From an optimization exercise on the open Yosys and OpenROAD flow, aimed at small area, a short achievable clock period and few clock cycles per item; shortcuts taken in it are not production practice. No run shown here included a check of the RTL's function; only the layout flow was run. No activity file was given, so power comes from the tool's default toggle rates.

**design/flow/design.v**
```verilog
module seq_multiplier #(
    parameter N = 32
)(
    input  wire clk,
    input  wire rst,
    input  wire start,
    input  wire [N-1:0] multiplicand,
    input  wire [N-1:0] multiplier,
    output wire [2*N-1:0] product,
    output wire busy,
    output wire done
);
  reg busy_q, idle_r, done_r, cpa_r, first_r;
  reg [3:0] cnt;
  reg [31:0] mc;            
  reg [31:0] plo;           
  reg [31:0] phi;           
  reg [34:0] s, c;          
  reg [3:0] px, py;         
  reg cf;                   
  reg na, oa, ta, nb, ob, tb;   
  assign busy = busy_q;
  assign done = done_r;
  assign product = {phi, plo};
  wire busy_n = ~rst & (idle_r ? start : ~cpa_r);
  always @(posedge clk) begin
    busy_q  <= busy_n;           
    idle_r  <= ~busy_n;          
    done_r  <= ~rst & ~idle_r & cpa_r;
    cpa_r   <= ~rst & ~idle_r & (cnt == 4'd8);
    cnt     <= idle_r ? 4'd1 : cnt + 4'd1;
    first_r <= idle_r;
  end
  wire m7 = (cnt == 4'd7);                   
  wire [2:0] tra = idle_r ? {multiplier[2:1], 1'b0} : plo[6:4];
  wire [2:0] trb = idle_r ? multiplier[4:2] : {plo[8] & ~m7, plo[7:6]};
  always @(posedge clk) begin
    na <= tra[2];
    oa <= tra[1] ^ tra[0];
    ta <= (tra[2] & ~tra[1] & ~tra[0]) | (~tra[2] & tra[1] & tra[0]);
    nb <= trb[2];
    ob <= trb[1] ^ trb[0];
    tb <= (trb[2] & ~trb[1] & ~trb[0]) | (~trb[2] & trb[1] & trb[0]);
  end
  wire [33:0] mcx = {1'b0, mc, 1'b0};
  wire [32:0] sa, sb;
  genvar k;
  generate
    for (k = 0; k < 33; k = k + 1) begin : g_pp
      assign sa[k] = (oa & mcx[k+1]) | (ta & mcx[k]);
      assign sb[k] = (ob & mcx[k+1]) | (tb & mcx[k]);
    end
  endgenerate
  wire ta34 = first_r ? na : ~na;
  wire ta35 = first_r ? na : 1'b1;
  wire ta36 = first_r & ~na;
  wire [34:0] se = first_r ? ({3'b000, mc} & {35{plo[0]}}) : s;
  wire [34:0] ce = c & {35{~first_r}};
  wire fs1 = ce[1] ^ na ^ se[1];
  wire fc2 = (ce[1] & na) | (ce[1] & se[1]) | (na & se[1]);
  wire pp3 = sa[0] ^ na;
  wire fx6 = ce[2] ^ se[2] ^ na;
  wire fg7 = na ? (ce[2] & se[2]) : (ce[2] | se[2]);
  wire fp8 = na ? (ce[2] | se[2]) : (ce[2] & se[2]);
  wire fs4 = fx6 ^ sa[1];
  wire fc5 = sa[1] ? fg7 : fp8;
  wire fs9 = ce[3] ^ nb ^ se[3];
  wire fc10 = (ce[3] & nb) | (ce[3] & se[3]) | (nb & se[3]);
  wire pp13 = sb[0] ^ nb;
  wire pp14 = sa[2] ^ na;
  wire fs11 = pp13 ^ pp14 ^ fs9;
  wire fc12 = (pp13 & pp14) | (pp13 & fs9) | (pp14 & fs9);
  wire fx17 = ce[4] ^ se[4] ^ nb;
  wire fg18 = nb ? (ce[4] & se[4]) : (ce[4] | se[4]);
  wire fp19 = nb ? (ce[4] | se[4]) : (ce[4] & se[4]);
  wire fs15 = fx17 ^ sb[1];
  wire fc16 = sb[1] ? fg18 : fp19;
  wire pp22 = sa[3] ^ na;
  wire fs20 = pp22 ^ fc10 ^ fs15;
  wire fc21 = (pp22 & fc10) | (pp22 & fs15) | (fc10 & fs15);
  wire fx25 = ce[5] ^ se[5] ^ nb;
  wire fg26 = nb ? (ce[5] & se[5]) : (ce[5] | se[5]);
  wire fp27 = nb ? (ce[5] | se[5]) : (ce[5] & se[5]);
  wire fs23 = fx25 ^ sb[2];
  wire fc24 = sb[2] ? fg26 : fp27;
  wire pp30 = sa[4] ^ na;
  wire fs28 = pp30 ^ fc16 ^ fs23;
  wire fc29 = (pp30 & fc16) | (pp30 & fs23) | (fc16 & fs23);
  wire fx33 = ce[6] ^ se[6] ^ nb;
  wire fg34 = nb ? (ce[6] & se[6]) : (ce[6] | se[6]);
  wire fp35 = nb ? (ce[6] | se[6]) : (ce[6] & se[6]);
  wire fs31 = fx33 ^ sb[3];
  wire fc32 = sb[3] ? fg34 : fp35;
  wire pp38 = sa[5] ^ na;
  wire fs36 = pp38 ^ fc24 ^ fs31;
  wire fc37 = (pp38 & fc24) | (pp38 & fs31) | (fc24 & fs31);
  wire fx41 = ce[7] ^ se[7] ^ nb;
  wire fg42 = nb ? (ce[7] & se[7]) : (ce[7] | se[7]);
  wire fp43 = nb ? (ce[7] | se[7]) : (ce[7] & se[7]);
  wire fs39 = fx41 ^ sb[4];
  wire fc40 = sb[4] ? fg42 : fp43;
  wire pp46 = sa[6] ^ na;
  wire fs44 = pp46 ^ fc32 ^ fs39;
  wire fc45 = (pp46 & fc32) | (pp46 & fs39) | (fc32 & fs39);
  wire fx49 = ce[8] ^ se[8] ^ nb;
  wire fg50 = nb ? (ce[8] & se[8]) : (ce[8] | se[8]);
  wire fp51 = nb ? (ce[8] | se[8]) : (ce[8] & se[8]);
  wire fs47 = fx49 ^ sb[5];
  wire fc48 = sb[5] ? fg50 : fp51;
  wire pp54 = sa[7] ^ na;
  wire fs52 = pp54 ^ fc40 ^ fs47;
  wire fc53 = (pp54 & fc40) | (pp54 & fs47) | (fc40 & fs47);
  wire fx57 = ce[9] ^ se[9] ^ nb;
  wire fg58 = nb ? (ce[9] & se[9]) : (ce[9] | se[9]);
  wire fp59 = nb ? (ce[9] | se[9]) : (ce[9] & se[9]);
  wire fs55 = fx57 ^ sb[6];
  wire fc56 = sb[6] ? fg58 : fp59;
  wire pp62 = sa[8] ^ na;
  wire fs60 = pp62 ^ fc48 ^ fs55;
  wire fc61 = (pp62 & fc48) | (pp62 & fs55) | (fc48 & fs55);
  wire fx65 = ce[10] ^ se[10] ^ nb;
  wire fg66 = nb ? (ce[10] & se[10]) : (ce[10] | se[10]);
  wire fp67 = nb ? (ce[10] | se[10]) : (ce[10] & se[10]);
  wire fs63 = fx65 ^ sb[7];
  wire fc64 = sb[7] ? fg66 : fp67;
  wire pp70 = sa[9] ^ na;
  wire fs68 = pp70 ^ fc56 ^ fs63;
  wire fc69 = (pp70 & fc56) | (pp70 & fs63) | (fc56 & fs63);
  wire fx73 = ce[11] ^ se[11] ^ nb;
  wire fg74 = nb ? (ce[11] & se[11]) : (ce[11] | se[11]);
  wire fp75 = nb ? (ce[11] | se[11]) : (ce[11] & se[11]);
  wire fs71 = fx73 ^ sb[8];
  wire fc72 = sb[8] ? fg74 : fp75;
  wire pp78 = sa[10] ^ na;
  wire fs76 = pp78 ^ fc64 ^ fs71;
  wire fc77 = (pp78 & fc64) | (pp78 & fs71) | (fc64 & fs71);
  wire fx81 = ce[12] ^ se[12] ^ nb;
  wire fg82 = nb ? (ce[12] & se[12]) : (ce[12] | se[12]);
  wire fp83 = nb ? (ce[12] | se[12]) : (ce[12] & se[12]);
  wire fs79 = fx81 ^ sb[9];
  wire fc80 = sb[9] ? fg82 : fp83;
  wire pp86 = sa[11] ^ na;
  wire fs84 = pp86 ^ fc72 ^ fs79;
  wire fc85 = (pp86 & fc72) | (pp86 & fs79) | (fc72 & fs79);
  wire fx89 = ce[13] ^ se[13] ^ nb;
  wire fg90 = nb ? (ce[13] & se[13]) : (ce[13] | se[13]);
  wire fp91 = nb ? (ce[13] | se[13]) : (ce[13] & se[13]);
  wire fs87 = fx89 ^ sb[10];
  wire fc88 = sb[10] ? fg90 : fp91;
  wire pp94 = sa[12] ^ na;
  wire fs92 = pp94 ^ fc80 ^ fs87;
  wire fc93 = (pp94 & fc80) | (pp94 & fs87) | (fc80 & fs87);
  wire fx97 = ce[14] ^ se[14] ^ nb;
  wire fg98 = nb ? (ce[14] & se[14]) : (ce[14] | se[14]);
  wire fp99 = nb ? (ce[14] | se[14]) : (ce[14] & se[14]);
  wire fs95 = fx97 ^ sb[11];
  wire fc96 = sb[11] ? fg98 : fp99;
  wire pp102 = sa[13] ^ na;
  wire fs100 = pp102 ^ fc88 ^ fs95;
  wire fc101 = (pp102 & fc88) | (pp102 & fs95) | (fc88 & fs95);
  wire fx105 = ce[15] ^ se[15] ^ nb;
  wire fg106 = nb ? (ce[15] & se[15]) : (ce[15] | se[15]);
  wire fp107 = nb ? (ce[15] | se[15]) : (ce[15] & se[15]);
  wire fs103 = fx105 ^ sb[12];
  wire fc104 = sb[12] ? fg106 : fp107;
  wire pp110 = sa[14] ^ na;
  wire fs108 = pp110 ^ fc96 ^ fs103;
  wire fc109 = (pp110 & fc96) | (pp110 & fs103) | (fc96 & fs103);
  wire fx113 = ce[16] ^ se[16] ^ nb;
  wire fg114 = nb ? (ce[16] & se[16]) : (ce[16] | se[16]);
  wire fp115 = nb ? (ce[16] | se[16]) : (ce[16] & se[16]);
  wire fs111 = fx113 ^ sb[13];
  wire fc112 = sb[13] ? fg114 : fp115;
  wire pp118 = sa[15] ^ na;
  wire fs116 = pp118 ^ fc104 ^ fs111;
  wire fc117 = (pp118 & fc104) | (pp118 & fs111) | (fc104 & fs111);
  wire fx121 = ce[17] ^ se[17] ^ nb;
  wire fg122 = nb ? (ce[17] & se[17]) : (ce[17] | se[17]);
  wire fp123 = nb ? (ce[17] | se[17]) : (ce[17] & se[17]);
  wire fs119 = fx121 ^ sb[14];
  wire fc120 = sb[14] ? fg122 : fp123;
  wire pp126 = sa[16] ^ na;
  wire fs124 = pp126 ^ fc112 ^ fs119;
  wire fc125 = (pp126 & fc112) | (pp126 & fs119) | (fc112 & fs119);
  wire fx129 = ce[18] ^ se[18] ^ nb;
  wire fg130 = nb ? (ce[18] & se[18]) : (ce[18] | se[18]);
  wire fp131 = nb ? (ce[18] | se[18]) : (ce[18] & se[18]);
  wire fs127 = fx129 ^ sb[15];
  wire fc128 = sb[15] ? fg130 : fp131;
  wire pp134 = sa[17] ^ na;
  wire fs132 = pp134 ^ fc120 ^ fs127;
  wire fc133 = (pp134 & fc120) | (pp134 & fs127) | (fc120 & fs127);
  wire fx137 = ce[19] ^ se[19] ^ nb;
  wire fg138 = nb ? (ce[19] & se[19]) : (ce[19] | se[19]);
  wire fp139 = nb ? (ce[19] | se[19]) : (ce[19] & se[19]);
  wire fs135 = fx137 ^ sb[16];
  wire fc136 = sb[16] ? fg138 : fp139;
  wire pp142 = sa[18] ^ na;
  wire fs140 = pp142 ^ fc128 ^ fs135;
  wire fc141 = (pp142 & fc128) | (pp142 & fs135) | (fc128 & fs135);
  wire fx145 = ce[20] ^ se[20] ^ nb;
  wire fg146 = nb ? (ce[20] & se[20]) : (ce[20] | se[20]);
  wire fp147 = nb ? (ce[20] | se[20]) : (ce[20] & se[20]);
  wire fs143 = fx145 ^ sb[17];
  wire fc144 = sb[17] ? fg146 : fp147;
  wire pp150 = sa[19] ^ na;
  wire fs148 = pp150 ^ fc136 ^ fs143;
  wire fc149 = (pp150 & fc136) | (pp150 & fs143) | (fc136 & fs143);
  wire fx153 = ce[21] ^ se[21] ^ nb;
  wire fg154 = nb ? (ce[21] & se[21]) : (ce[21] | se[21]);
  wire fp155 = nb ? (ce[21] | se[21]) : (ce[21] & se[21]);
  wire fs151 = fx153 ^ sb[18];
  wire fc152 = sb[18] ? fg154 : fp155;
  wire pp158 = sa[20] ^ na;
  wire fs156 = pp158 ^ fc144 ^ fs151;
  wire fc157 = (pp158 & fc144) | (pp158 & fs151) | (fc144 & fs151);
  wire fx161 = ce[22] ^ se[22] ^ nb;
  wire fg162 = nb ? (ce[22] & se[22]) : (ce[22] | se[22]);
  wire fp163 = nb ? (ce[22] | se[22]) : (ce[22] & se[22]);
  wire fs159 = fx161 ^ sb[19];
  wire fc160 = sb[19] ? fg162 : fp163;
  wire pp166 = sa[21] ^ na;
  wire fs164 = pp166 ^ fc152 ^ fs159;
  wire fc165 = (pp166 & fc152) | (pp166 & fs159) | (fc152 & fs159);
  wire fx169 = ce[23] ^ se[23] ^ nb;
  wire fg170 = nb ? (ce[23] & se[23]) : (ce[23] | se[23]);
  wire fp171 = nb ? (ce[23] | se[23]) : (ce[23] & se[23]);
  wire fs167 = fx169 ^ sb[20];
  wire fc168 = sb[20] ? fg170 : fp171;
  wire pp174 = sa[22] ^ na;
  wire fs172 = pp174 ^ fc160 ^ fs167;
  wire fc173 = (pp174 & fc160) | (pp174 & fs167) | (fc160 & fs167);
  wire fx177 = ce[24] ^ se[24] ^ nb;
  wire fg178 = nb ? (ce[24] & se[24]) : (ce[24] | se[24]);
  wire fp179 = nb ? (ce[24] | se[24]) : (ce[24] & se[24]);
  wire fs175 = fx177 ^ sb[21];
  wire fc176 = sb[21] ? fg178 : fp179;
  wire pp182 = sa[23] ^ na;
  wire fs180 = pp182 ^ fc168 ^ fs175;
  wire fc181 = (pp182 & fc168) | (pp182 & fs175) | (fc168 & fs175);
  wire fx185 = ce[25] ^ se[25] ^ nb;
  wire fg186 = nb ? (ce[25] & se[25]) : (ce[25] | se[25]);
  wire fp187 = nb ? (ce[25] | se[25]) : (ce[25] & se[25]);
  wire fs183 = fx185 ^ sb[22];
  wire fc184 = sb[22] ? fg186 : fp187;
  wire pp190 = sa[24] ^ na;
  wire fs188 = pp190 ^ fc176 ^ fs183;
  wire fc189 = (pp190 & fc176) | (pp190 & fs183) | (fc176 & fs183);
  wire fx193 = ce[26] ^ se[26] ^ nb;
  wire fg194 = nb ? (ce[26] & se[26]) : (ce[26] | se[26]);
  wire fp195 = nb ? (ce[26] | se[26]) : (ce[26] & se[26]);
  wire fs191 = fx193 ^ sb[23];
  wire fc192 = sb[23] ? fg194 : fp195;
  wire pp198 = sa[25] ^ na;
  wire fs196 = pp198 ^ fc184 ^ fs191;
  wire fc197 = (pp198 & fc184) | (pp198 & fs191) | (fc184 & fs191);
  wire fx201 = ce[27] ^ se[27] ^ nb;
  wire fg202 = nb ? (ce[27] & se[27]) : (ce[27] | se[27]);
  wire fp203 = nb ? (ce[27] | se[27]) : (ce[27] & se[27]);
  wire fs199 = fx201 ^ sb[24];
  wire fc200 = sb[24] ? fg202 : fp203;
  wire pp206 = sa[26] ^ na;
  wire fs204 = pp206 ^ fc192 ^ fs199;
  wire fc205 = (pp206 & fc192) | (pp206 & fs199) | (fc192 & fs199);
  wire fx209 = ce[28] ^ se[28] ^ nb;
  wire fg210 = nb ? (ce[28] & se[28]) : (ce[28] | se[28]);
  wire fp211 = nb ? (ce[28] | se[28]) : (ce[28] & se[28]);
  wire fs207 = fx209 ^ sb[25];
  wire fc208 = sb[25] ? fg210 : fp211;
  wire pp214 = sa[27] ^ na;
  wire fs212 = pp214 ^ fc200 ^ fs207;
  wire fc213 = (pp214 & fc200) | (pp214 & fs207) | (fc200 & fs207);
  wire fx217 = ce[29] ^ se[29] ^ nb;
  wire fg218 = nb ? (ce[29] & se[29]) : (ce[29] | se[29]);
  wire fp219 = nb ? (ce[29] | se[29]) : (ce[29] & se[29]);
  wire fs215 = fx217 ^ sb[26];
  wire fc216 = sb[26] ? fg218 : fp219;
  wire pp222 = sa[28] ^ na;
  wire fs220 = pp222 ^ fc208 ^ fs215;
  wire fc221 = (pp222 & fc208) | (pp222 & fs215) | (fc208 & fs215);
  wire fx225 = ce[30] ^ se[30] ^ nb;
  wire fg226 = nb ? (ce[30] & se[30]) : (ce[30] | se[30]);
  wire fp227 = nb ? (ce[30] | se[30]) : (ce[30] & se[30]);
  wire fs223 = fx225 ^ sb[27];
  wire fc224 = sb[27] ? fg226 : fp227;
  wire pp230 = sa[29] ^ na;
  wire fs228 = pp230 ^ fc216 ^ fs223;
  wire fc229 = (pp230 & fc216) | (pp230 & fs223) | (fc216 & fs223);
  wire fx233 = ce[31] ^ se[31] ^ nb;
  wire fg234 = nb ? (ce[31] & se[31]) : (ce[31] | se[31]);
  wire fp235 = nb ? (ce[31] | se[31]) : (ce[31] & se[31]);
  wire fs231 = fx233 ^ sb[28];
  wire fc232 = sb[28] ? fg234 : fp235;
  wire pp238 = sa[30] ^ na;
  wire fs236 = pp238 ^ fc224 ^ fs231;
  wire fc237 = (pp238 & fc224) | (pp238 & fs231) | (fc224 & fs231);
  wire fx241 = ce[32] ^ se[32] ^ nb;
  wire fg242 = nb ? (ce[32] & se[32]) : (ce[32] | se[32]);
  wire fp243 = nb ? (ce[32] | se[32]) : (ce[32] & se[32]);
  wire fs239 = fx241 ^ sb[29];
  wire fc240 = sb[29] ? fg242 : fp243;
  wire pp246 = sa[31] ^ na;
  wire fs244 = pp246 ^ fc232 ^ fs239;
  wire fc245 = (pp246 & fc232) | (pp246 & fs239) | (fc232 & fs239);
  wire fx249 = ce[33] ^ se[33] ^ nb;
  wire fg250 = nb ? (ce[33] & se[33]) : (ce[33] | se[33]);
  wire fp251 = nb ? (ce[33] | se[33]) : (ce[33] & se[33]);
  wire fs247 = fx249 ^ sb[30];
  wire fc248 = sb[30] ? fg250 : fp251;
  wire pp254 = sa[32] ^ na;
  wire fs252 = pp254 ^ fc240 ^ fs247;
  wire fc253 = (pp254 & fc240) | (pp254 & fs247) | (fc240 & fs247);
  wire fs255 = ce[34] ^ ta34 ^ se[34];
  wire fc256 = (ce[34] & ta34) | (ce[34] & se[34]) | (ta34 & se[34]);
  wire pp259 = sb[31] ^ nb;
  wire fs257 = pp259 ^ fs255 ^ fc248;
  wire fc258 = (pp259 & fs255) | (pp259 & fc248) | (fs255 & fc248);
  wire pp262 = sb[32] ^ nb;
  wire fs260 = ta35 ^ pp262 ^ fc256;
  wire fc261 = (ta35 & pp262) | (ta35 & fc256) | (pp262 & fc256);
  wire fs263 = ta36 ^ ~nb ^ fc261;
  wire fc264 = (ta36 & ~nb) | (ta36 & fc261) | (~nb & fc261);
  wire [38:0] x = {1'b0, 1'b1, fs263, fs260, fc253, fc245, fc237, fc229, fc221, fc213, fc205, fc197, fc189, fc181, fc173, fc165, fc157, fc149, fc141, fc133, fc125, fc117, fc109, fc101, fc93, fc85, fc77, fc69, fc61, fc53, fc45, fc37, fc29, fc21, fc12, fc5, fc2, pp3, ce[0]};
  wire [38:0] y = {1'b0, fc264, 1'b0, fc258, fs257, fs252, fs244, fs236, fs228, fs220, fs212, fs204, fs196, fs188, fs180, fs172, fs164, fs156, fs148, fs140, fs132, fs124, fs116, fs108, fs100, fs92, fs84, fs76, fs68, fs60, fs52, fs44, fs36, fs28, fs20, fs11, fs4, fs1, se[0]};
  wire [4:0] chunk = {1'b0, px} + {1'b0, py} + {4'd0, cf};
  wire [36:0] full = {s[31:0], px, 1'b1} + {c[31:0], py, cf};
  always @(posedge clk) begin
    mc  <= multiplicand;
    plo <= idle_r ? multiplier : {chunk[3:0], plo[31:4]};
    phi <= full[36:5];
    s   <= x[38:4];
    c   <= y[38:4];
    px  <= idle_r ? 4'd0 : x[3:0];
    py  <= idle_r ? 4'd0 : y[3:0];
    cf  <= ~idle_r & chunk[4];
  end
endmodule
```
**design/flow/constraint.sdc**
```tcl
create_clock -name core_clock -period 4.5 [get_ports {clk}]
set_input_delay 0.9000 -clock core_clock [delete_from_list [all_inputs] [get_ports {clk}]]
set_output_delay 0.9000 -clock core_clock [all_outputs]
set_load 0.01 [all_outputs]
```
**design/flow/config.mk**
```make
export PLATFORM = sky130hd
export DESIGN_NAME = seq_multiplier
export DESIGN_NICKNAME = seq_multiplier
export VERILOG_FILES = /design/flow/design.v
export SDC_FILE = /design/flow/constraint.sdc
export NUM_CORES = 4
export LEC_CHECK = 0
export CAP_MARGIN = 20
export CORE_MARGIN = 2
export CORE_UTILIZATION = 40
export SLEW_MARGIN = 20
```
**design/flow/run.sh**
```bash
#!/bin/bash
# synth_recipe.tcl (not shown) runs the flow's synth.tcl, then flattens the netlist and writes it again
# the make line also repeats each setting of config.mk as NAME=value (left out here)
make -C /OpenROAD-flow-scripts/flow DESIGN_CONFIG=/design/flow/config.mk WORK_HOME=/design/flow/orfs CLKGATE_MAP_FILE= SYNTH_SCRIPT=/design/flow/synth_recipe.tcl finish
```
==> results of run 1 <==
[worst min-delay path by stage]
stage                start      end  slack, ps  cells past startpoint
floorplan           idle_r  first_r        330                      0
global placement    cnt[0]   cnt[0]        420                      1
detailed placement  cnt[0]   cnt[0]        430                      1
CTS                 cnt[0]   cnt[0]        450                      1
global route        cnt[0]   cnt[0]        470                      1
finish              cnt[0]   cnt[0]        440                      1
[kinds of logic (layout without fill, tap and decap cells)]
group,count (synthesis),count (layout)
DFF,185,185
AOI/OAI and AO/OA,252,252
adders and majority gates,136,136
and+or+nand+nor,209,209
xor gates and xnor gates,133,133
buffers and inverters,163,284
muxes,30,30
[sequential cells by signal, indices dropped and copies added, names as in the netlist, 4 cells and up]
name,count
s,33
phi,32
c,33
px,4
mc,32
plo,32
cnt,4
py,4
[power breakdown]
| group | internal (mW) | total, mW | switching, mW |
|---|---|---|---|
| combinational | 2.05 | 4.81 | 2.76 |
| clock | 0.836 | 1.66 | 0.827 |
| sequential | 2.25 | 2.62 | 0.371 |
[cell type report]
class / count / area [um^2] / area share
clock inverter: 15 / 228 / 0.0179
timing repair buffer: 140 / 1380 / 0.109
clock buffer: 17 / 425 / 0.0335
sequential: 185 / 3710 / 0.292
multi-input combinational: 760 / 6120 / 0.482
tap: 335 / 419 / 0.0330
inverter: 112 / 420 / 0.0331
[stage by stage]
| step | hold WS (ps) | setup slack (ps) | cell area [um^2] |
|---|---|---|---|
| global route | 471 | 1350 | 12700 |
| CTS | 451 | 1650 | 12700 |
| floorplan | 329 | 2050 | 10400 |
| global placement | 420 | 1700 | 12100 |
| detailed placement | 425 | 1680 | 12100 |
| finish | 440 | 1600 | 12700 |
[placed cells by master, fill, tap and decap left out, types with 17 or more instances in the layout]
cell type                         count
sky130_fd_sc_hd__xor2_1              49
sky130_fd_sc_hd__clkbuf_16           17
sky130_fd_sc_hd__nor2_1              56
sky130_fd_sc_hd__mux2_2              26
sky130_fd_sc_hd__inv_1              112
sky130_fd_sc_hd__a21oi_1             80
sky130_fd_sc_hd__a22oi_1             62
sky130_fd_sc_hd__dfxtp_1            181
sky130_fd_sc_hd__o21a_1              33
sky130_fd_sc_hd__nand2b_1            37
sky130_fd_sc_hd__xnor2_1             84
sky130_fd_sc_hd__o21ai_0             30
sky130_fd_sc_hd__clkdlybuf4s50_1    132
sky130_fd_sc_hd__fa_1                37
sky130_fd_sc_hd__ha_1                99
sky130_fd_sc_hd__nand2_1             71
[per-layer routing]
layer / wire length, um / up-vias / track usage / part of all wire
met5: 0 / - / 0 / 0
met3: 1980 / 27 / 0.0499 / 0.075
met1: 11600 / 3809 / 0.250 / 0.44
met4: 416 / 0 / 0.0499 / 0.016
met2: 12300 / 277 / 0.319 / 0.47
li1: - / 3908 / - / -
==> results list, run 1 <==
- Run status: finished clean
- Post-synthesis mux area share: 0.0319
* Reg2Reg Capture Point: phi[31]
- After synthesis, the largest family of logic cells by area is adder cells.
- Most frequent cell after synthesis: sky130_fd_sc_hd__dfxtp_1
- Class of the most critical hold timing path: flip-flop to flip-flop
- Slew at the pin with the worst max-slew slack: 1180 ps
- The floorplan step defined a die boundary enclosing about 0.027 mm^2.
- The worst setup path is captured at a flip-flop.
* Startpoint of the worst register-to-register path: px[0]
- Number of nets with antenna violations after detailed routing: 0
- Routability-driven placement finished with a final weighted congestion of ~0.9.
* Largest vdd supply drop: 0.294 mV
* Placed Cells: 1532
- Worst-path cell chain: fa_1, a211oi_1, o21ai_2, o2111ai_2, o311ai_1, a21oi_1, a21oi_2, a21oi_1, xnor2_1
- Crit path to: phi[31]
- Top cells by area in the synthesized netlist: sky130_fd_sc_hd__dfxtp_1, sky130_fd_sc_hd__ha_1, sky130_fd_sc_hd__fa_1
- STA classifies the critical path startpoint as a flip-flop.
- Delay of the slowest cell on the worst path: ~520 ps
- Setup repair after global routing missed its margin: no
- Critical path fanouts, max: 3
- Post-route minimum period: approximately 2900 ps
* Hold-fix buffers, CTS: 0
- Final total negative setup slack: 0 ps
- Count of cell types in the netlist: 53
- Setup violations remaining at the end of the flow were counted as 0.
* Standard-cell row count: between 50 and 60
- The final layout contains routed wiring with a total length of roughly 26000 um.
* Post-Synthesis Cell Area: between 0.01 and 0.015 mm^2
* Cell area power density: just over 700 mW/mm^2
- Setup slack of the most critical reg-to-reg path: approximately 1600 ps
- A synthesized cell averages between 9 and 10 um^2.
- CTS-repair resized insts: 0
- Counting flops and latches in the post-synthesis netlist gives around 190.
- Utilization after layout: 0.492
* Average wire per standard cell: 16.8 um
* IO buf count: about 130
- Counting stages on the worst path, the most repeated cell is sky130_fd_sc_hd__a21oi_1.
* Chip Height: 166 um
- Syn Inst Count: 1108
- Initial antenna violation count: 0
* Number of global-route vias before repair: about 8200
- Area share of the leading cell type in the synthesized netlist: 0.355
* Effective utilization at floorplan: 0.404
- The tool flagged a number of max-cap violations equal to 0.
- Fill cells: between 2000 and 2500
* Count of synthesis-stage warnings from yosys: 1
- In this run the deepest clock path goes through 2 buffers.
- The clock reaches the later pin of the worst-skew pair after 450 ps.
- The final number of hold-violating endpoints is 0.
* H-tree depth: 4
- Adder-cell share of the synthesized area: 0.189
- HPWL after DPL: 19200 um
- Ranked by instance count, the synthesized netlist is headed by sky130_fd_sc_hd__dfxtp_1, sky130_fd_sc_hd__inv_1, sky130_fd_sc_hd__ha_1.
- Maximum number of pins on one net before global-route repair: 70
- After the flow finishes, the layout carries non-filler instances totaling about 1600.
* Fraction of registers with async set/reset: 0
- Data arrival at the endpoint of the critical path: around 3200 ps
- Post-CTS repair timing setup buffer count: 0
- Simple-gate portion of the synthesized area: 0.0947
- Max transition margin: 0.209
* Detailed Route Iter0 Violations: between 400 and 500
* Nets: between 1000 and 1500
- Post-synth EDFFs: 0
- Derived from the worst setup path, the maximum achievable clock frequency is around 0.35 GHz.
* Clk pin slew, worst setup/hold paths: about 80 ps
- Fraction of the yosys area taken by sequential cells: 0.355
- The tree is rooted in a sky130_fd_sc_hd__clkbuf_16.
* Total vias in the final route: 8021
* Xor-xnor portion of the synthesized cell area: 0.112
- Critical path data required time: between 4000 and 5000 ps
* GRT Util Overall: 0.192
- Dividing the detail-routed via count by the number of cells gives 5.13.
- The die is 166 um wide.
- Post-synth net total: between 1000 and 1500
- Overall power consumption after layout is estimated at around 9 mW.
* Class of the most critical setup path: flip-flop to flip-flop
- Number of buffers created by CTS: 17
- CP max stage cell: sky130_fd_sc_hd__a21oi_1
- Compound-cell area share of the yosys netlist: 0.158
- Summed over all instances, the cell type with the most area after synthesis is sky130_fd_sc_hd__dfxtp_1.
* Top FF cell, synth: sky130_fd_sc_hd__dfxtp_1
- Wire length of the first global-routing pass: 42700 um
* Final clock period utilization by the worst path: 0.644
- The clock drives between 150 and 200 sinks.
* Core Region: about 0.026 mm^2
* Worst Skew: ~15 ps
- Total DRC errors in the routed layout: 0
- Number of detailed-route iterations in the first pass: 5
- Measured in cells, the most critical reg-to-reg path has a length of 9.
- The most critical setup path has its startpoint at px[0].
- between 100 and 150 I/O pins were placed.
* # diodes: 0
- Layout cells sized above 1: 0.0627
- For this run the aggregate overflow at the end of global routing stands at 0.
* CTS tree: done
* Category of cells accounting for the largest share of critical-path delay: compound AO/OA/AOI/OAI gates
- Leakage power figure: 5.74 nW
* Number of cells on the critical path: 9
- Buffers & Inverters on Critical Path: 0
* Final Max Slew Viols: 0
- Signed area change from the synthesized netlist to the final layout: 21.6%
==> run 2: changes to the inputs <==
--- a/design/flow/config.mk
+++ b/design/flow/config.mk
@@ -8,4 +8,5 @@
 export CAP_MARGIN = 20
 export CORE_MARGIN = 2
 export CORE_UTILIZATION = 40
+export SETUP_SLACK_MARGIN = 2.6
 export SLEW_MARGIN = 20
==> results list, run 2 <==
- Count of cell types in the netlist: 53 (unchanged)
- The final number of setup-violating endpoints came to 0 (unchanged).
- Among the stages of the critical path, the cell type that occurs most often is sky130_fd_sc_hd__a21oi_4.
- The number of flops mapped to enable cells by yosys is 0 (unchanged).
* Total vias in the final route: 8439 (+5.2%)
- Top cells by area in the synthesized netlist: sky130_fd_sc_hd__dfxtp_1, sky130_fd_sc_hd__ha_1, sky130_fd_sc_hd__fa_1
* Number of nets with antenna violations after detailed routing: 0 (unchanged)
* Post-synth net total: 1311 (unchanged)
- Area share of the leading cell type in the synthesized netlist: 0.355 (unchanged)
- Die width: 166 um (unchanged)
- Critical path launch point type: flip-flop
- Wire length of the first global-routing pass: 45100 um (+5.8%)
* Average wire per standard cell: 17.9 um (+6.7%)
* Buffer depth of the longest clock path: 2 (unchanged)
- Standard-cell row count: 59 (unchanged)
- Worst-path cell chain: fa_2, a211oi_2, o21ai_2, o2111ai_4, o311ai_4, a21oi_4, a21oi_4, buf_4, xor2_1
- The effective utilization at floorplan was 0.404 (unchanged).
- From synthesis to final layout, the design area changed by 39.9%.
* Final total negative setup slack: 0 ps (unchanged)
- The post-synthesis sequential area ratio came to 0.355 (unchanged).
- On the critical path, the stage with the largest delay is an instance of sky130_fd_sc_hd__fa_2.
* Number of detailed-route iterations in the first pass: 5 (unchanged)
- Later-pin clock latency in the skew report: 450 ps (about the same)
- The mean instance size in the synthesized netlist was 9.43 um^2 (unchanged).
- The worst hold path belongs to the class flip-flop to flip-flop.
- The max-cap violation count was 0 (unchanged).
- Final RePlAce weighted congestion: 0.856 (-3.9%)
- TritonCTS built the clock tree.
- Final Max Slew Viols: 0 (unchanged)
* Sink Count: 185 (unchanged)
- Number of global-route vias before repair: 8536 (+4.5%)
- Die outline area: 0.0274 mm^2 (unchanged)
- The top fanout value on the critical path is 3 (unchanged).
- The detailed router's first-iteration violation count came to 563 (+29%).
* IO buf count: 132 (unchanged)
* Nets: 1477 (+4.1%)
- Setup repair after global routing could not meet its margin everywhere.
- The critical path is of the flip-flop to flip-flop type.
- Clk pin slew, worst setup/hold paths: 80 ps (about the same)
* Hold-fix buffers, CTS: 0 (unchanged)
* Largest vdd supply drop: 0.435 mV (+48%)
- Critical path data required time: 4830 ps (about the same)
- The TritonCTS buffer count came to 17 (unchanged).
- Endpoints failing hold: 0 (unchanged)
- Per-cell via count in the routed design: 5.20 (+1.4%)
- Total DRC errors in the routed layout: 0 (unchanged)
- The met1 routing resource usage after global routing came to 0.270 (+0.0207).
* Final critical-path setup slack: 2110 ps (+504 ps)
- Endpoint class of the critical path: flip-flop
- The clock period minus worst slack was 2390 ps (-504 ps).
- Top FF cell, synth: sky130_fd_sc_hd__dfxtp_1
* Slew at the pin with the worst max-slew slack: 641 ps (-543 ps)
* Run status: finished clean
- Core Region: 0.0258 mm^2 (unchanged)
- Most frequent cell after synthesis: sky130_fd_sc_hd__dfxtp_1
- The cell count after synthesis was 1108 (unchanged).
* Cell area power density: 727 mW/mm^2 (+1.6%)
- By count the netlist is led by sky130_fd_sc_hd__dfxtp_1, sky130_fd_sc_hd__inv_1, sky130_fd_sc_hd__ha_1.
- The relative slew slack came to 0.572 (+0.363).
* Worst Skew: 16.5 ps (+1.08 ps)
- The biggest area contributor in the post-synthesis netlist is sky130_fd_sc_hd__dfxtp_1.
- Post-Synthesis Cell Area: 0.0104 mm^2 (unchanged)
- H-tree depth: 4 (unchanged)
- Final wirelength: 29000 um (+11%)
* Leakage power figure: 6.27 nW (+9.2%)
* Delay of the slowest cell on the worst path: 400 ps (-120 ps)
* Fraction of registers with async set/reset: 0 (unchanged)
- HPWL after DPL: 19100 um (-1.0%)
- The initial antenna violation count came to 1 (+1).
* Layout cells sized above 1: 0.377 (+0.314)
* Data arrival at the endpoint of the critical path: 2720 ps (-510 ps)
* Chip Height: 166 um (unchanged)
- The tree is rooted in a sky130_fd_sc_hd__clkbuf_16.
- Met3 demand-to-capacity share in global routing: 0.0471 (-0.00287)
- The global-route met2 utilization was 0.331 (+0.0121).
- Most crowded layer after global routing: met2
* Fmax: 0.418 GHz (+21%)
- Commonest cells after routing, fill and taps aside: sky130_fd_sc_hd__dfxtp_1, sky130_fd_sc_hd__inv_1, sky130_fd_sc_hd__xnor2_1, sky130_fd_sc_hd__clkdlybuf4s50_1, sky130_fd_sc_hd__a22oi_1
- Count of synthesis-stage warnings from yosys: 1 (unchanged)
- The number of synthesized register bits is 185 (unchanged).
- Maximum number of pins on one net before global-route repair: 57 (-19%)
- Final clock period utilization by the worst path: 0.532 (-0.112)
- Most frequent standard cell in the layout excluding fill and tap cells: sky130_fd_sc_hd__dfxtp_1
* # diodes: 0 (unchanged)
- The boundary pin count came to 133 (unchanged).
- Total gr overflow: 0 (unchanged)
- GRT Util Overall: 0.204 (+0.0117)
* Top flop regs: c (33), s (33)
- Setup slack at placement: 1950 ps (+272 ps)
[run 2: metal layers]
metal	vias to the layer above	part of all wire
li1	4018	-
met1	4081	0.44
met2	304	0.47
met3	34	0.068
met4	2	0.021
met5	-	0.00045
[run 2: cell families (layout without fill, tap and decap cells)]
group                      Yosys count  in the layout  share of synthesized area
DFF                                185            185                      0.355
and+or+nand+nor                    209            209                     0.0947
adders and majority gates          136            136                      0.189
xor gates and xnor gates           133            133                      0.112
buffers and inverters              163            342                     0.0594
muxes                               30             30                     0.0319
AOI/OAI and AO/OA                  252            252                      0.158
[run 2: repair_timing]
| action | CTS | global route |
|---|---|---|
| pin swaps | 54 | 62 |
| endpoints found under the hold margin | 0 | 0 |
| setup buffers | 41 | 15 |
| cloned | 2 | 0 |
| setup endpoints to repair | 161 | 124 |
| resized for setup | 434 | 157 |
[run 2: where the power goes]
part	switching (mW)	internal [mW]	total, mW	leakage, nW
clock network	0.806	0.821	1.63	0.310
registers	0.377	2.26	2.64	1.56
logic	3.41	2.94	6.35	4.39
[run 2: stage by stage]
| stage | instance area (um^2) | total power, mW | std cells | hold WS, ps | utilization |
|---|---|---|---|---|---|
| after floorplan | 10700 | 6.03 | 1108 | 329 | - |
| after global placement | 12200 | 7.43 | 1532 | 418 | 0.472 |
| after detailed placement | 12200 | 7.49 | 1532 | 427 | 0.472 |
| after CTS | 13900 | 10.0 | 1607 | 449 | 0.539 |
| after global routing | 14600 | 11.4 | 1622 | 473 | 0.566 |
| final | 14600 | 10.6 | 1622 | 444 | 0.566 |
[run 2: worst max-delay path, delay by kind of cell, from the launching register on]
kind            cells  cell delay, ps
compound gates      6            1260
fa+ha+maj           1             400
flops               1             340
buf+inv             1             150
xor+xnor            1             130
[run 2: layout make-up]
class                           instances  area [um^2]
Inverter                              112          424
Clock inverter                         15          220
Multi-Input combinational cell        760         7640
Timing Repair Buffer                  198         1710
Sequential cell                       185         3770
Clock buffer                           17          425
Tap cell                              335          419
Fill cell                            2218        11200
[run 2: path summary, 6_finish.rpt]
path         startpoint       to  slack (ps)  depth (start not counted)
max               px[0]  phi[23]        2110                          9
min              cnt[0]   cnt[0]         440                          1
max reg2reg       px[0]  phi[23]        2110                          9
min reg2reg      cnt[0]   cnt[0]         440                          1
==> run 3: changes to the inputs <==
--- a/design/flow/design.v
+++ b/design/flow/design.v
@@ -12,7 +12,6 @@
 );
   reg busy_q, idle_r, done_r, cpa_r, first_r;
   reg [3:0] cnt;
-  reg [31:0] mc;            
   reg [31:0] plo;           
   reg [31:0] phi;           
   reg [34:0] s, c;          
@@ -42,7 +41,7 @@
     ob <= trb[1] ^ trb[0];
     tb <= (trb[2] & ~trb[1] & ~trb[0]) | (~trb[2] & trb[1] & trb[0]);
   end
-  wire [33:0] mcx = {1'b0, mc, 1'b0};
+  wire [33:0] mcx = {1'b0, multiplicand, 1'b0};
   wire [32:0] sa, sb;
   genvar k;
   generate
@@ -54,7 +53,7 @@
   wire ta34 = first_r ? na : ~na;
   wire ta35 = first_r ? na : 1'b1;
   wire ta36 = first_r & ~na;
-  wire [34:0] se = first_r ? ({3'b000, mc} & {35{plo[0]}}) : s;
+  wire [34:0] se = first_r ? ({3'b000, multiplicand} & {35{plo[0]}}) : s;
   wire [34:0] ce = c & {35{~first_r}};
   wire fs1 = ce[1] ^ na ^ se[1];
   wire fc2 = (ce[1] & na) | (ce[1] & se[1]) | (na & se[1]);
@@ -325,7 +324,6 @@
   wire [4:0] chunk = {1'b0, px} + {1'b0, py} + {4'd0, cf};
   wire [36:0] full = {s[31:0], px, 1'b1} + {c[31:0], py, cf};
   always @(posedge clk) begin
-    mc  <= multiplicand;
     plo <= idle_r ? multiplier : {chunk[3:0], plo[31:4]};
     phi <= full[36:5];
     s   <= x[38:4];
==> design/flow/flow/run.sh (new file) <==
#!/bin/bash
# Layout flow: the standard ORFS flow (standard.sh, unchanged synthesis), with the port
# buffers made of sky130_fd_sc_hd__buf_2 instead of the default delay-cell buffers.
# make's full output goes to make_finish.log in the work folder; ORFS keeps each step's log
# under orfs/logs/.
set -euo pipefail
bash standard.sh "BUFFER_PORTS_ARGS=-buffer_cell sky130_fd_sc_hd__buf_2" finish > make_finish.log 2>&1
test -f out/final.def
==> design/flow/standard.sh (new file) <==
#!/bin/bash
# synth_recipe.tcl (not shown) runs the flow's synth.tcl, then flattens the netlist and writes it again
# the make line also repeats each setting of config.mk as NAME=value (left out here)
make -C /OpenROAD-flow-scripts/flow DESIGN_CONFIG=/design/flow/config.mk WORK_HOME=/design/flow/orfs CLKGATE_MAP_FILE= SYNTH_SCRIPT=/design/flow/synth_recipe.tcl "${@:-finish}"
--- a/design/flow/config.mk
+++ b/design/flow/config.mk
@@ -8,5 +8,7 @@
 export CAP_MARGIN = 20
 export CORE_MARGIN = 2
 export CORE_UTILIZATION = 40
-export SETUP_SLACK_MARGIN = 2.6
+export CTS_BUF_LIST = sky130_fd_sc_hd__clkbuf_8
+export CTS_CLUSTER_SIZE = 40
+export SETUP_SLACK_MARGIN = 2.7
 export SLEW_MARGIN = 20
removed: design/flow/run.sh
==> results list, run 3 <==
- Utilization after layout: 0.587 (+0.0213)
- The clock insertion delay at the later pin of the skew report came to 480 ps (+30 ps).
* Hold-fix buffers, CTS: 0 (unchanged)
* Fmax: 0.434 GHz (+3.9%)
- Buffers & Inverters on Critical Path: 2 (+1)
- IO Pins: 133 (unchanged)
* Number of buffers created by CTS: 17 (unchanged)
- The total power per unit cell area came to 716 mW/mm^2 (-1.4%).
- Final wirelength: 28800 um (-0.79%)
- The fraction of final layout cells with drive strength greater than 1 was 0.484 (+0.107).
* Category of cells accounting for the largest share of critical-path delay: compound AO/OA/AOI/OAI gates
- The final number of hold-violating endpoints is 0 (unchanged).
- Commonest cells post-synth: sky130_fd_sc_hd__dfxtp_1, sky130_fd_sc_hd__inv_1, sky130_fd_sc_hd__ha_1
* CP max stage cell: sky130_fd_sc_hd__dfxtp_2
- The remaining antenna violation count after routing came to 0 (unchanged).
- Leakage power figure: 6.20 nW (-1.1%)
* Setup repair after global routing missed its margin: yes
- By startpoint and endpoint, the worst setup path is classified as flip-flop to flip-flop.
- Final RePlAce weighted congestion: 0.869 (+1.5%)
* Initial antenna violation count: 0 (-1)
* Total vias in the final route: 8305 (-1.6%)
- The number of nets in the synthesized netlist was 1279 (-2.4%).
- Top cell type by total area after synthesis: sky130_fd_sc_hd__dfxtp_1
- Count of synthesis-stage warnings from yosys: 1 (unchanged)
* HPWL after DPL: 18900 um (-1.0%)
- The largest buffer count on any clock path was 2 (unchanged).
- Run status: finished clean
- Post-synthesis mux area share: 0.0339 (+0.00205)
* Final Power: 10.2 mW (-4.3%)
- Slew at the pin with the worst max-slew slack: 623 ps (-18.1 ps)
- The aggregate global-route resource usage came to 0.214 (+0.0104).
* Fraction of the yosys area taken by sequential cells: 0.312 (-0.0424)
- Top cells by area in the synthesized netlist: sky130_fd_sc_hd__dfxtp_1, sky130_fd_sc_hd__ha_1, sky130_fd_sc_hd__fa_1
- TritonCTS built the clock tree.
* Reg2reg path depth: 11 (+2)
- Placed Cells: 1489 (-2.8%)
- The total congestion overflow after global routing was 0 (unchanged).
- # diodes: 0 (unchanged)
* Delay of the slowest cell on the worst path: 340 ps (-60 ps)
- Total DRC errors in the routed layout: 0 (unchanged)
- Top flop regs: c (33), s (33)
- Critical path fanouts, max: 4 (+1)
* Final non-filler cell total: 1583 (-2.4%)
- Critical path launch point type: flip-flop
- Instance count along the most critical hold path: 1 (unchanged)
* Data arrival at the endpoint of the critical path: 2710 ps (about the same)
- Most frequent standard cell in the layout excluding fill and tap cells: sky130_fd_sc_hd__inv_1
- Maximum number of pins on one net before global-route repair: 57 (unchanged)
- The max-cap violation count is 0 (unchanged).
* Adder-cell share of the synthesized area: 0.202 (+0.0122)
* Chip Height: 161 um (-3.0%)
- IO buf count: 132 (unchanged)
- Wire length of the first global-routing pass: 43600 um (-3.4%)
* Final clock period utilization by the worst path: 0.512 (-0.0200)
- Detailed Route Iter0 Violations: 433 (-23%)
- The maximum resistive drop on vdd was 0.332 mV (-24%).
* Placed cell areas: 0.0112 mm^2 (-8.1%)
- Count of cell types in the netlist: 53 (unchanged)
- Final total negative setup slack: 0 ps (unchanged)
- STA classifies the critical path endpoint as a flip-flop.
- The horizontal die dimension is 161 um (-3.0%).
- Die outline area: 0.0258 mm^2 (-5.9%)
- Worst Skew: 22.8 ps (+6.34 ps)
- The core box area was 0.0242 mm^2 (-6.4%).
- The final net count is 1449 (-1.9%).
- Most frequent cell after synthesis: sky130_fd_sc_hd__dfxtp_1
- Clk Tree Root Cell: sky130_fd_sc_hd__clkbuf_8
- The count of clock tree sinks came to 153 (-17%).
- The required time of the worst setup path was 4900 ps (+70 ps).
- Post-route minimum period: 2300 ps (-90.1 ps)
* Average wire per standard cell: 18.2 um (+1.7%)
* Clk pin slew, worst setup/hold paths: 110 ps (+30 ps)
* Post-synth EDFFs: 0 (unchanged)
- Fill cells: 1969 (-11%)
- Commonest cells after routing, fill and taps aside: sky130_fd_sc_hd__inv_1, sky130_fd_sc_hd__buf_2, sky130_fd_sc_hd__dfxtp_1, sky130_fd_sc_hd__xnor2_1, sky130_fd_sc_hd__buf_6
- Largest family of logic cells by synthesized area: adder cells
- The via count of the first global-routing pass was 8400 (-1.6%).
- The xor and xnor area share after synthesis came to 0.119 (+0.00718).
- Total of endpoints with negative setup slack in the final report: 0 (unchanged)
- The number of placement rows is 57 (-3.4%).
- The cell depth of the worst setup path is 11 (+2).
- Final Max Slew Viols: 0 (unchanged)
* H-tree depth: 4 (unchanged)
* Area share of the leading cell type in the synthesized netlist: 0.312 (-0.0424)
- Effective utilization at floorplan: 0.406 (+0.00163)
* Top FF cell, synth: sky130_fd_sc_hd__dfxtp_1
- Post-Synthesis Cell Area: 0.00981 mm^2 (-6.0%)
- The post-synthesis share of cell area spent on and, or, nand and nor gates came to 0.101 (+0.00610).
* Mapped Avg Cell Area: 9.12 um^2 (-3.3%)
- The async set or reset register ratio after synthesis was 0 (unchanged).
- The cell count after synthesis was 1076 (-2.9%).
- The compound-gate portion of the synthesized area came to 0.169 (+0.0102).
* Signed area change from the synthesized netlist to the final layout: 44.6%
- The number of optimization iterations in the first detailed-route pass is 5 (unchanged).
- The worst hold path belongs to the class flip-flop to flip-flop.
* Per-cell via count in the routed design: 5.25 (+0.84%)
* Synthesized flop and latch total: 153 (-17%)
- The relative slew slack is 0.584 (+0.0121).
- Layout Cell Area excl Fill: 0.0142 mm^2 (-2.9%)
- The critical path goes through ha_4, buf_6, a21oi_4, nor2b_4, o31ai_4, a211oi_2, buf_4, a211oi_4, o21bai_2, a21oi_2, xnor2_1.
run 3: cell count changes in the layout (fill, tap and decap cells not counted), sizes merged:
cell | previous run | this run
inv | 117 | 120
dfxtp | 185 | 153
bufbuf | 0 | 1
clkdlybuf4s15 | 2 | 0
and2 | 4 | 6
bufinv | 1 | 0
clkbuf | 32 | 19
clkdlybuf4s50 | 66 | 0
clkinv | 8 | 6
buf | 115 | 197
run 3: report_power, final:
group	switching [mW]	internal [mW]	total [mW]	leakage, nW
Combinational	3.58	3.08	6.65	4.69
Clock	0.709	0.447	1.16	0.217
Sequential	0.382	1.97	2.35	1.29
Total	4.67	5.49	10.2	6.20
run 3: repair_timing:
| action | 4_1_cts | 5_1_grt |
|---|---|---|
| cloned | 5 | 2 |
| resized for setup | 226 | 171 |
| setup buffers | 35 | 20 |
| pin swaps | 42 | 77 |
| endpoints found under the setup margin | 165 | 157 |
run 3: metal layers:
layer,up-vias,global-route usage,share of wire
li1,3918,-,-
met1,4098,0.278,0.44
met2,252,0.359,0.48
met3,37,0.0465,0.057
met4,0,0.0643,0.018
met5,-,0,0
run 3: metrics by stage:
stage,hold WS (ps),worst slack [ps]
3_5_place_dp,422,1800
6_report,447,2200
2_1_floorplan,329,2360
5_1_grt,474,2060
3_3_place_gp,422,1850
4_1_cts,450,2210
run 3: worst paths after layout:
check	startpoint	to	slack, ps
worst max-delay path	px[2]	phi[24]	2200
worst max register to register	px[2]	phi[24]	2200
worst min-delay path	cnt[0]	cnt[0]	450
worst min register to register	cnt[0]	cnt[0]	450
run 3: logic make-up after synthesis:
group                      Yosys count
buffers and inverters              163
DFF                                153
AOI/OAI and AO/OA                  252
adders and majority gates          136
xor gates and xnor gates           133
muxes                               30
and+or+nand+nor                    209
run 3: final cells by class:
| class | instances | area, um^2 | area share |
|---|---|---|---|
| clock inverter | 15 | 209 | 0.0147 |
| timing repair buffer | 200 | 1730 | 0.122 |
| multi-input combinational | 762 | 8020 | 0.565 |
| sequential | 153 | 3170 | 0.223 |
| inverter | 112 | 429 | 0.0302 |
| tap | 324 | 405 | 0.0286 |
| clock buffer | 17 | 234 | 0.0165 |
run 3: worst reg2reg max path, cell delays in order (launching register included):
cell                       delay (ps)
sky130_fd_sc_hd__dfxtp_2          340
sky130_fd_sc_hd__ha_4             250
sky130_fd_sc_hd__buf_6            120
sky130_fd_sc_hd__a21oi_4          140
sky130_fd_sc_hd__nor2b_4           70
sky130_fd_sc_hd__o31ai_4          290
sky130_fd_sc_hd__a211oi_2         110
sky130_fd_sc_hd__buf_4            170
sky130_fd_sc_hd__a211oi_4         340
sky130_fd_sc_hd__o21bai_2         130
sky130_fd_sc_hd__a21oi_2          140
sky130_fd_sc_hd__xnor2_1          130
==> run 4: changes to the inputs <==
--- a/design/flow/config.mk
+++ b/design/flow/config.mk
@@ -8,7 +8,5 @@
 export CAP_MARGIN = 20
 export CORE_MARGIN = 2
 export CORE_UTILIZATION = 40
-export CTS_BUF_LIST = sky130_fd_sc_hd__clkbuf_8
-export CTS_CLUSTER_SIZE = 40
 export SETUP_SLACK_MARGIN = 2.7
 export SLEW_MARGIN = 20
==> results list, run 4 <==
- Synthesized flop and latch total: 153 (unchanged)
- The antenna cell count came to 0 (unchanged).
- Commonest cells post-synth: sky130_fd_sc_hd__dfxtp_1, sky130_fd_sc_hd__inv_1, sky130_fd_sc_hd__ha_1
- Final non-filler cell total: 1594 (+0.69%)
- Largest vdd supply drop: 0.364 mV (+9.6%)
- Buffer depth of the longest clock path: 2 (unchanged)
- The kind of cell with the highest combined delay along the critical path is compound AO/OA/AOI/OAI gates.
* Per-cell via count in the routed design: 5.25 (about the same)
- Count of synthesis-stage warnings from yosys: 1 (unchanged)
- The fraction of final layout cells with drive strength greater than 1 came to 0.505 (+0.0210).
- The number of nets in the synthesized netlist is 1279 (unchanged).
- The first-pass GRT wire length came to 44100 um (+1.1%).
* Top cell type by total area after synthesis: sky130_fd_sc_hd__dfxtp_1
- In the post-synthesis netlist, the cell with the most instances is sky130_fd_sc_hd__dfxtp_1.
* IO buf count: 132 (unchanged)
- The core box area is 0.0242 mm^2 (unchanged).
- Area share of the leading cell type in the synthesized netlist: 0.312 (unchanged)
- Worst-path cell chain: ha_2, o21ai_0, a21oi_1, o21ai_1, o2bb2ai_4, o32a_4, o41ai_4, xor2_1
- Total of endpoints with negative setup slack in the final report: 0 (unchanged)
* Critical path fanouts, max: 7 (+3)
* IO Pins: 133 (unchanged)
- Slew at the pin with the worst max-slew slack: 610 ps (-12.9 ps)
* Signed area change from the synthesized netlist to the final layout: 49.1%
- Die outline area: 0.0258 mm^2 (unchanged)
- Mapped Avg Cell Area: 9.12 um^2 (unchanged)
* CP max stage cell: sky130_fd_sc_hd__ha_2
* Later-pin clock latency in the skew report: 440 ps (-40 ps)
- The TritonCTS buffer count is 17 (unchanged).
- The run finished with no timing, DRC or antenna violations.
- The largest registers in the layout are c (33), s (33).
- Commonest cells after routing, fill and taps aside: sky130_fd_sc_hd__inv_1, sky130_fd_sc_hd__buf_2, sky130_fd_sc_hd__dfxtp_1, sky130_fd_sc_hd__xnor2_1, sky130_fd_sc_hd__buf_6
- Final clock period utilization by the worst path: 0.513 (+0.000733)
* Post-synth EDFFs: 0 (unchanged)
- The sum of buffers and inverters on the critical path came to 0 (-2).
- The detailed router's first-iteration violation count is 518 (+20%).
* Top FF cell, synth: sky130_fd_sc_hd__dfxtp_1
- The post-synthesis cell area is 0.00981 mm^2 (unchanged).
- Final Max Slew Viols: 0 (unchanged)
* GRT Util Overall: 0.216 (+0.00151)
- Final total negative setup slack: 0 ps (unchanged)
- Yosys attributes the largest share of cell area to sky130_fd_sc_hd__dfxtp_1, sky130_fd_sc_hd__ha_1, sky130_fd_sc_hd__fa_1.
* Critical path data required time: 4870 ps (-30 ps)
- Count of cell types in the netlist: 53 (unchanged)
* Total gr overflow: 0 (unchanged)
* Sink Count: 153 (unchanged)
- The number of placement rows came to 57 (unchanged).
- Number of detailed-route iterations in the first pass: 5 (unchanged)
* Final RePlAce weighted congestion: 0.869 (unchanged)
* Post-route minimum period: 2310 ps (+3.30 ps)
- Total vias in the final route: 8362 (+0.69%)
* H-tree depth: 4 (unchanged)
* Max transition margin: 0.593 (+0.00861)
* Class of the most critical setup path: flip-flop to flip-flop
- The total power per unit cell area was 739 mW/mm^2 (+3.2%).
- Average wire per standard cell: 18.4 um (+1.3%)
- The total power consumption of the routed design came to 10.8 mW (+6.4%).
* Hold-fix buffers, CTS: 0 (unchanged)
* Most frequent standard cell in the layout excluding fill and tap cells: sky130_fd_sc_hd__inv_1
- Max_cap viols: 0 (unchanged)
* Placed Cells: 1489 (unchanged)
- The root buffer cell chosen for the clock tree is sky130_fd_sc_hd__clkbuf_16.
* Initial antenna violation count: 0 (unchanged)
- The via count of the first global-routing pass came to 8429 (+0.35%).
* Die width: 161 um (unchanged)
- The half-perimeter wire length of the detailed placement result came to 18900 um (unchanged).
- Setup repair after global routing missed its margin: yes
- The critical path data arrival time was 2680 ps (-30 ps).
- The async set or reset register ratio after synthesis came to 0 (unchanged).
- In this run the worst hold path is classified as flip-flop to flip-flop.
* Endpoints failing hold: 0 (unchanged)
- Chip Height: 161 um (unchanged)
- Worst Skew: 17.0 ps (-5.77 ps)
* Effective utilization at floorplan: 0.406 (unchanged)
* Utilization after layout: 0.605 (+0.0185)
* Total DRC errors in the routed layout: 0 (unchanged)
- Worst-case hold slack: 439 ps (-7.94 ps)
- Fraction of the yosys area taken by sequential cells: 0.312 (unchanged)
- Fmax: 0.433 GHz (-0.14%)
* Delay of the slowest cell on the worst path: 460 ps (+120 ps)
* Final wirelength: 29400 um (+2.0%)
* Leakage power figure: 6.43 nW (+3.7%)
- The worst setup path is captured at a flip-flop.
- The remaining antenna violation count after routing came to 0 (unchanged).
- CTS tree: done
- The clock slew at the register clock pins of the worst setup and hold paths came to 70 ps (-40 ps).
- The cell count after synthesis was 1076 (unchanged).
* Critical path launch point type: flip-flop
* Maximum number of pins on one net before global-route repair: 57 (unchanged)
* Nets: 1460 (+0.76%)
## run 4: cell counts after synthesis
Identical to the previous run, type by type.
## run 4: final cells by class
class | instances | area [um^2]
fillers | 1916 | 9540
flip-flops and latches | 153 | 3170
inverters | 112 | 427
multi-input cells | 761 | 8140
well taps | 324 | 405
clock buffers | 17 | 425
clock inverters | 15 | 209
repair buffers | 212 | 1870
## run 4: worst reg2reg max path: stages (launching register included)
cell,delay [ps]
sky130_fd_sc_hd__dfxtp_1,350
sky130_fd_sc_hd__ha_2,460
sky130_fd_sc_hd__o21ai_0,150
sky130_fd_sc_hd__a21oi_1,230
sky130_fd_sc_hd__o21ai_1,140
sky130_fd_sc_hd__o2bb2ai_4,160
sky130_fd_sc_hd__o32a_4,360
sky130_fd_sc_hd__o41ai_4,240
sky130_fd_sc_hd__xor2_1,160
## run 4: path summary, 6_finish.rpt
check	cells after the start	from	slack, ps	to
worst max-delay path	8	s[6]	2190	phi[29]
worst min-delay path	1	cnt[0]	440	cnt[0]
worst max register to register	8	s[6]	2190	phi[29]
worst min register to register	1	cnt[0]	440	cnt[0]
## run 4: routing by layer
layer / wire length (um) / track usage
met3: 1720 / 0.0398
met5: 0 / 0
met2: 14200 / 0.369
met4: 604 / 0.0549
met1: 12900 / 0.282
## run 4: cells by family (layout without fill, tap and decap cells)
group                    Yosys count  count (layout)  synth area share
AND/OR/NAND/NOR                  209             210             0.101
XOR/XNOR                         133             133             0.119
multiplexers                      30              30            0.0339
buffers and inverters            163             356            0.0641
flip-flops                       153             153             0.312
adder cells (fa/ha/maj)          136             136             0.202
AO/OA/AOI/OAI                    252             252             0.169
## run 4: repair_timing
item,4_1_cts,5_1_grt
resized for setup,238,169
gates cloned,5,3
endpoints found under the setup margin,129,138
pin swaps,66,95
setup buffers,45,20
## run 4: power breakdown
part	total, mW	internal [mW]	switching, mW
registers	2.37	1.98	0.397
logic	6.91	3.24	3.67
clock network	1.52	0.774	0.751
## run 4: stage by stage
step | setup slack [ps] | cell area, um^2
after floorplan | 2360 | 10300
after global placement | 1850 | 11200
after detailed placement | 1800 | 11200
after CTS | 2210 | 13400
after global routing | 2120 | 14600
final | 2190 | 14600

re-timing with driven ports:
The flow's constraints put no driver on any port. The routed layouts listed below were extracted and timed again, unchanged, in two steps.
Step 1: set_driving_cell puts a clkbuf_16 on clk and a buf_2 on each other input, an assumption about the parent block.
Step 2 also shifts input and output timing later by t, the mid clock arrival at the registers, as if the neighbouring blocks saw the same clock.
Three values: no drivers, after step 1, after step 2; two values: the first two.
run	shift t [ns]	setup WS [ns]	hold slack, ns	worst setup path after step 2	worst data-port slew with drivers (ns)
run 1	0.485	1.602 / 1.602 / 1.602	0.440 / 0.440 / 0.440	register to register	0.06
run 2	0.491	2.106 / 2.106 / 2.106	0.444 / 0.444 / 0.444	register to register	0.07
run 3	0.518	2.196 / 2.196 / 1.922	0.447 / 0.447 / 0.447	input to register	0.06
run 4	0.485	2.193 / 2.193 / 1.987	0.439 / 0.439 / 0.439	input to register	0.06
After both steps setup and hold are still met in every run listed. The setup slack of run 3, which loses most, moves by 0.000 ns with the drivers and by -0.274 ns with both steps.
